Context: an optimization exercise on an open-source flow, tuned for small area and a short achievable clock period. The choices shown serve that exercise and are no tape-out recipe.
Only simulation tests tie the RTL to the original design; equivalence was not proved.
Power and IR drop assume default switching activity.

===== design/flow/run.sh =====
#!/bin/bash
# synth_recipe.tcl (not shown) runs the flow's synth.tcl, then flattens the netlist and writes it again
# the make line also repeats each setting of config.mk as NAME=value (left out here)
make -C /OpenROAD-flow-scripts/flow DESIGN_CONFIG=/design/flow/config.mk WORK_HOME=/design/flow/orfs CLKGATE_MAP_FILE= SYNTH_SCRIPT=/design/flow/synth_recipe.tcl finish

===== design/flow/config.mk =====
export PLATFORM = sky130hd
export DESIGN_NAME = FP_Adder
export DESIGN_NICKNAME = FP_Adder
export VERILOG_FILES = /design/flow/design.v
export SDC_FILE = /design/flow/constraint.sdc
export NUM_CORES = 4
export LEC_CHECK = 0
export CAP_MARGIN = 20
export CORE_MARGIN = 2
export CORE_UTILIZATION = 40
export SLEW_MARGIN = 20

===== design/flow/constraint.sdc =====
create_clock -name core_clock -period 16.0 [get_ports {clk}]
set_input_delay 3.2000 -clock core_clock [delete_from_list [all_inputs] [get_ports {clk}]]
set_output_delay 3.2000 -clock core_clock [all_outputs]
set_load 0.01 [all_outputs]

===== design/flow/design.v =====
`timescale 1ns / 1ps
module gen_register( clk, rst, data_in, data_out, write_en  );
	parameter WORD_SIZE = 32 ;
	input wire clk, rst, write_en;
	input wire [WORD_SIZE-1:0] data_in;
	output reg [WORD_SIZE-1:0] data_out;
always @ (posedge rst or posedge clk ) begin
	if ( rst ) begin
		data_out <= { WORD_SIZE {1'b0} };
	end else begin
		if(write_en)
			data_out <= data_in;
	end
end
endmodule
`timescale 1ns / 1ps
module fp_adder_stage1
	(
		input  wire [31:0] n1,
		input  wire [31:0] n2,
		output wire [7:0]  exp_a,
		output wire [23:0] sig_a,
		output wire [23:0] sig_b_sh,
		output wire        sign_a,
		output wire        sign_b
	);
	wire [7:0] e1 = n1[30:23];
	wire [7:0] e2 = n2[30:23];
	wire [23:0] m1 = {|e1, n1[22:0]};
	wire [23:0] m2 = {|e2, n2[22:0]};
	wire [8:0] d12 = {1'b0, e1} - {1'b0, e2};
	wire [7:0] d21 = e2 - e1;
	wire       swap = d12[8];              
	wire [7:0] sh = d12[7] ? d21 : d12[7:0];
	assign exp_a  = swap ? e2 : e1;
	assign sig_a  = swap ? m2 : m1;
	assign sign_a = swap ? n2[31] : n1[31];
	assign sign_b = swap ? n1[31] : n2[31];
	wire [23:0] sig_b = swap ? m1 : m2;
	assign sig_b_sh = sig_b >> sh;
endmodule
`timescale 1ns / 1ps
module fp_adder_stage2
	(
		input  wire [23:0] sig_a,
		input  wire [23:0] sig_b_sh,
		input  wire        sign_a,
		input  wire        sign_b,
		output wire [24:0] mag,
		output wire        sign
	);
	wire sub = sign_a ^ sign_b;
	wire [24:0] s = {1'b0, sig_a} + {1'b0, sig_b_sh};
	wire [24:0] t = {1'b0, sig_a} - {1'b0, sig_b_sh};
	wire borrow = t[24];                   
	wire b_zero = ~|sig_b_sh;
	wire neg = t[23] & (borrow | b_zero);
	wire [23:0] dmag = neg ? (24'd0 - t[23:0]) : t[23:0];
	assign mag  = sub ? {1'b0, dmag} : s;
	assign sign = borrow ? sign_b : sign_a;
endmodule
`timescale 1ns / 1ps
module fp_adder_stage3
	(
		input  wire [24:0] mag,
		input  wire        sign,
		input  wire [7:0]  exp_a,
		input  wire        live,
		output wire [31:0] result
	);
	reg [4:0]  lz;
	reg [24:0] norm;
	integer i;
	always @(*) begin
		lz = 5'd0;
		for (i = 0; i <= 24; i = i + 1)
			if (mag[i]) lz = 5'd24 - i[4:0];
	end
	always @(*) norm = mag << lz;
	wire zero = ~|mag;
	wire [7:0] exp_r = exp_a + 8'd1 - {3'd0, lz};
	assign result = (zero | ~live) ? 32'd0 : {sign, exp_r, norm[23:1]};
endmodule
`timescale 1ns / 1ps
module FP_Adder
	#(
		parameter FP_SIZE = 32,
		parameter FRAC_SIZE = 23,
		parameter EXP_SIZE = 8
	)
	(
		input clk,
		input rst,
		input enable,
		input[FP_SIZE-1:0]  N1,
		input[FP_SIZE-1:0]  N2,
		input wire valid,
		output reg[FP_SIZE-1:0] result
	);
	reg [31:0] r_n1;
	reg [31:0] r_n2;
	reg        r_valid;
	reg        r_en;
	always @(posedge clk) begin
		r_n1    <= N1;
		r_n2    <= N2;
		r_valid <= valid;
	end
	always @(posedge clk or posedge rst) begin
		if (rst) r_en <= 1'b0;
		else     r_en <= enable;
	end
	wire [7:0]  a_exp_d;
	wire [23:0] a_sig_d;
	wire [23:0] a_bsh_d;
	wire        a_sa_d, a_sb_d;
	fp_adder_stage1 stage_1 (
		.n1(r_n1), .n2(r_n2),
		.exp_a(a_exp_d), .sig_a(a_sig_d), .sig_b_sh(a_bsh_d),
		.sign_a(a_sa_d), .sign_b(a_sb_d));
	reg [7:0]  a_exp;
	reg [23:0] a_sig;
	reg [23:0] a_bsh;
	reg        a_sa, a_sb;
	reg        a_live;
	always @(posedge clk) begin
		if (r_en) begin
			a_exp <= a_exp_d;
			a_sig <= a_sig_d;
			a_bsh <= a_bsh_d;
			a_sa  <= a_sa_d;
			a_sb  <= a_sb_d;
		end
	end
	always @(posedge clk or posedge rst) begin
		if (rst)       a_live <= 1'b0;
		else if (r_en) a_live <= r_valid;
	end
	wire [24:0] b_mag_d;
	wire        b_sign_d;
	fp_adder_stage2 stage_2 (
		.sig_a(a_sig), .sig_b_sh(a_bsh), .sign_a(a_sa), .sign_b(a_sb),
		.mag(b_mag_d), .sign(b_sign_d));
	reg [24:0] b_mag;
	reg        b_sign;
	reg [7:0]  b_exp;
	reg        b_live;
	always @(posedge clk) begin
		if (r_en) begin
			b_mag  <= b_mag_d;
			b_sign <= b_sign_d;
			b_exp  <= a_exp;
		end
	end
	always @(posedge clk or posedge rst) begin
		if (rst)       b_live <= 1'b0;
		else if (r_en) b_live <= a_live;
	end
	wire [31:0] c_result;
	fp_adder_stage3 stage3 (
		.mag(b_mag), .sign(b_sign), .exp_a(b_exp), .live(b_live),
		.result(c_result));
	always @(posedge clk or posedge rst) begin
		if (rst)       result <= 'd0;
		else if (r_en) result <= c_result;
	end
endmodule

==> impl_results.md <==
- Status: finished clean
- # hold bufs at CTS: 0
- Critical path launch point type: flop
- Synth-to-layout area growth: 13.87%
- DP Area: 0.01514 sq mm
- ANT cells: 0
- Gr ovfl total: 0
- Worst Setup End Kind: output port
- Final-stage net count: 1667
- WL met1: 16650 um
- Clock Sinks: 192
- Buf+Inv Stages, Crit Path: 1
- Ports: 100
- Yosys cell types: 100
- First-pass GRT wire length: 58540 um
- CP delay by family, top: buffers and inverters
- Layout cell share with drive strength beyond 1: 8.681%
- CTS Root Cell: clkbuf_16
- Crit path largest cell delay: 560 ps
- Main synth FF type: edfxtp_1
- Crit path max fanout: 2
- Final wirelength: 36750 um
- Cells after synthesis: 1463
- Max Buffers Root-to-Sink: 2
- Met2 WL: 18020 um
- Final setup fails: 0
- Initial Util: 40.30%
- Seq/Total Area, Yosys: 35.75%
- Leak pwr: 6.288 nW
- Post-CTS repair timing setup buffer count: 0
- Worst VDD drop: 0.08743 mV
- Commonest cells after routing, fill and taps aside: 111 x nand2_1, 109 x mux2i_1, 103 x nor2_1
- Synth Warn #: 2
- Setup TNS: 0 ps
- Core Region: 0.03429 sq mm
- WS Path Type: flop to output port
- Filler cell count: 3249
- Largest net degree at the start of global routing: 51
- Final Hold Viols: 0
- FP Rows: 68
- CP max stage cell: clkdlybuf4s50_1
- Most common cell after layout, fill and taps aside: nand2_1
- Antenna violations before repair: 0
- Port-buffer cells: 99
- DR top layer: met4
- Vias: 11290
- Gpl congestion: 0.9376
- H-tree levels: 4
- Number of synthesized flops with an enable pin: 92
- Max_slew headroom: 26.61%
- Layout Cells excl Fill: 1987
- Max-cap violations: 0
- Worst endpoint required time: 12800 ps
- DR pass1 iterations: 6
- Worst hold-check path type: flop to flop
- Cts bufs inserted: 17
- DR iter-0 viols: 808
- Worst slew pin tran: 1101 ps
- RSZ-0062 raised after global routing: no
- Slew Limit Fails: 0
- Die width: 189.9 um
- DP HPWL: 28690 um
- Via density: 5.682
- # DRC: 0
- Design Area, Final: 0.01573 sq mm
- Die footprint: 0.03604 sq mm
- Synth Register Bits: 192
- PD cells: 135.5 mW/mm^2
- Clock latency (worst-skew pair): 440 ps
- Gr usage total: 20.45%
- Fmax: 218.6 MHz
- Resized cells post-CTS: 0
- Minimum clock period: 4576 ps
- Storage cell area: 0.004943 sq mm
- Ratio of final minimum period to clock period: 28.60%
- DP Cell Count: 1955
- Ys async rst share: 18.23%
- Area of the multi-input gates: 0.008194 sq mm
- Worst-path cell chain: clkdlybuf4s50_1
- Syn Nets: 1611
- Clock skew: 12.81 ps
- Clk pin slew, worst setup/hold paths: 70 ps
- Routed wl met3: 1464 um
- CTS tree: done
- Die H: 189.9 um
- Post-Syn Area: 0.01382 sq mm
- Avg WL per Cell: 18.50 um
- Synth Area per Inst: 9.444 sq um
- Worst EP arrival: 1380 ps
- Vias in the first global route: 10860
- Remaining antenna violation count: 0
-- report_power, final --
group / leakage (nW) / internal (mW) / switching [mW]
Sequential: 1.90 / 0.616 / 0.0761
Combinational: 4.10 / 0.423 / 0.587
Clock: 0.289 / 0.224 / 0.206
-- cell usage after synthesis, types with 7 or more instances --
library cell  instances  area share [%]
a21oi_1              78             2.8
or3_1                17            0.77
a211oi_1             15            0.82
a31oi_1              14            0.63
o21a_1                8            0.43
o22ai_1              11            0.50
a22oi_1              10            0.54
nand2_1             111             3.0
xnor2_1              36             2.3
a21o_1               20             1.1
edfxtp_1             92              20
a22o_1               17             1.1
mux2i_1             110             8.0
nor2_1              103             2.8
ha_1                 75             6.8
or4_1                 9            0.49
nor2b_1              10            0.45
inv_1                86             2.3
o2bb2ai_1             8            0.51
o211ai_1             14            0.76
clkbuf_1             38             1.0
o21ai_0              54             2.0
nand3_1              34             1.2
a211o_1               7            0.44
buf_2                24            0.87
o31ai_1              15            0.82
nand4_1              13            0.59
and2_1               13            0.59
nor4_1               23             1.0
o31a_1                7            0.44
and3_1               14            0.63
dfrtp_1              35             6.3
dfxtp_1              65             9.4
nor3_1               35             1.3
o21bai_1             16            0.87
mux2_2               43             3.5
nand2b_1             20            0.91
xor2_1               13            0.82
-- layer usage --
layer | track usage, % | vias up
met4 | 5.247 | 0
met5 | 0 | -
li1 | - | 5587
met2 | 35.58 | 317
met1 | 26.78 | 5351
met3 | 2.693 | 36
-- through the flow --
step | hold slack, ps | util [%] | power (mW) | worst slack [ps]
floorplan | 400.3 | - | 1.408 | 12020
global placement | 403.5 | 44.15 | 1.693 | 11600
detailed placement | 404.5 | 44.15 | 1.701 | 11500
CTS | 422.7 | 45.89 | 2.135 | 11400
global route | 427.9 | 45.89 | 2.271 | 11170
finish | 419.5 | 45.89 | 2.132 | 11420
-- worst paths after layout --
kind                            start          to  slack [ps]  depth (start not counted)
max                        result[15]  result[15]       11420                          1
min                          a_exp[1]    b_exp[1]         420                          0
max reg2reg                  r_n1[27]    a_bsh[8]       11430                         12
min reg2reg                  a_exp[1]    b_exp[1]         420                          0
max in group asynchronous         rst        r_en       12510                          3
min in group asynchronous         rst        r_en        3150                          3
-- flip-flops by register name (all words and copies together), names as in the netlist --
| register | cells |
|---|---|
| a_sb | 1 |
| r_en | 1 |
| b_exp | 8 |
| b_live | 1 |
| a_sa | 1 |
| a_live | 1 |
| b_mag | 25 |
| r_n2 | 32 |
| a_exp | 8 |
| a_bsh | 24 |
| result | 32 |
| r_n1 | 32 |
| r_valid | 1 |
| a_sig | 24 |
| b_sign | 1 |
-- kinds of logic (layout without fill, tap and decap cells) --
group / count (synthesis) / after routing / share of synthesized area [%]
flip-flops: 192 / 192 / 35.75
AO/OA/AOI/OAI: 384 / 384 / 20.54
XOR/XNOR: 50 / 50 / 3.305
AND/OR/NAND/NOR: 436 / 436 / 15.79
buffers and inverters: 165 / 234 / 5.189
multiplexers: 156 / 156 / 11.91
adder cells (fa/ha/maj): 80 / 80 / 7.516
-- final cells by class --
cell class | instances | area share (%)
Multi-Input combinational cell | 1106 | 52.08
Tap cell | 455 | 3.618
Timing Repair Buffer | 113 | 6.966
Clock buffer | 18 | 2.728
Sequential cell | 192 | 31.42
Clock inverter | 14 | 1.066
Inverter | 89 | 2.123

## re-timing with driven ports
The results above use ideal ports. As a check the final layout listed here was re-extracted and re-timed, cells and wires unchanged. Step 1, drivers: a clkbuf_16 drives clk and a buf_2 each remaining input, both assumed. Step 2 moves the port delays by t, midway between the first and last clock arrival at a register: inputs arrive t later, outputs are due t later. That takes back most of the time a late clock gives input paths. Slacks: no drivers / after step 1 / after step 2; pairs: no drivers / after step 1.
t, ns: 0.493
setup slack, ns: 11.424 / 11.369 / 11.425
slew at the worst register clock pin (ns): 0.08 / 0.08
After both steps this run still meets setup and hold. For this run, drivers alone change the setup slack by -0.055 ns; drivers and shift together by +0.001 ns.
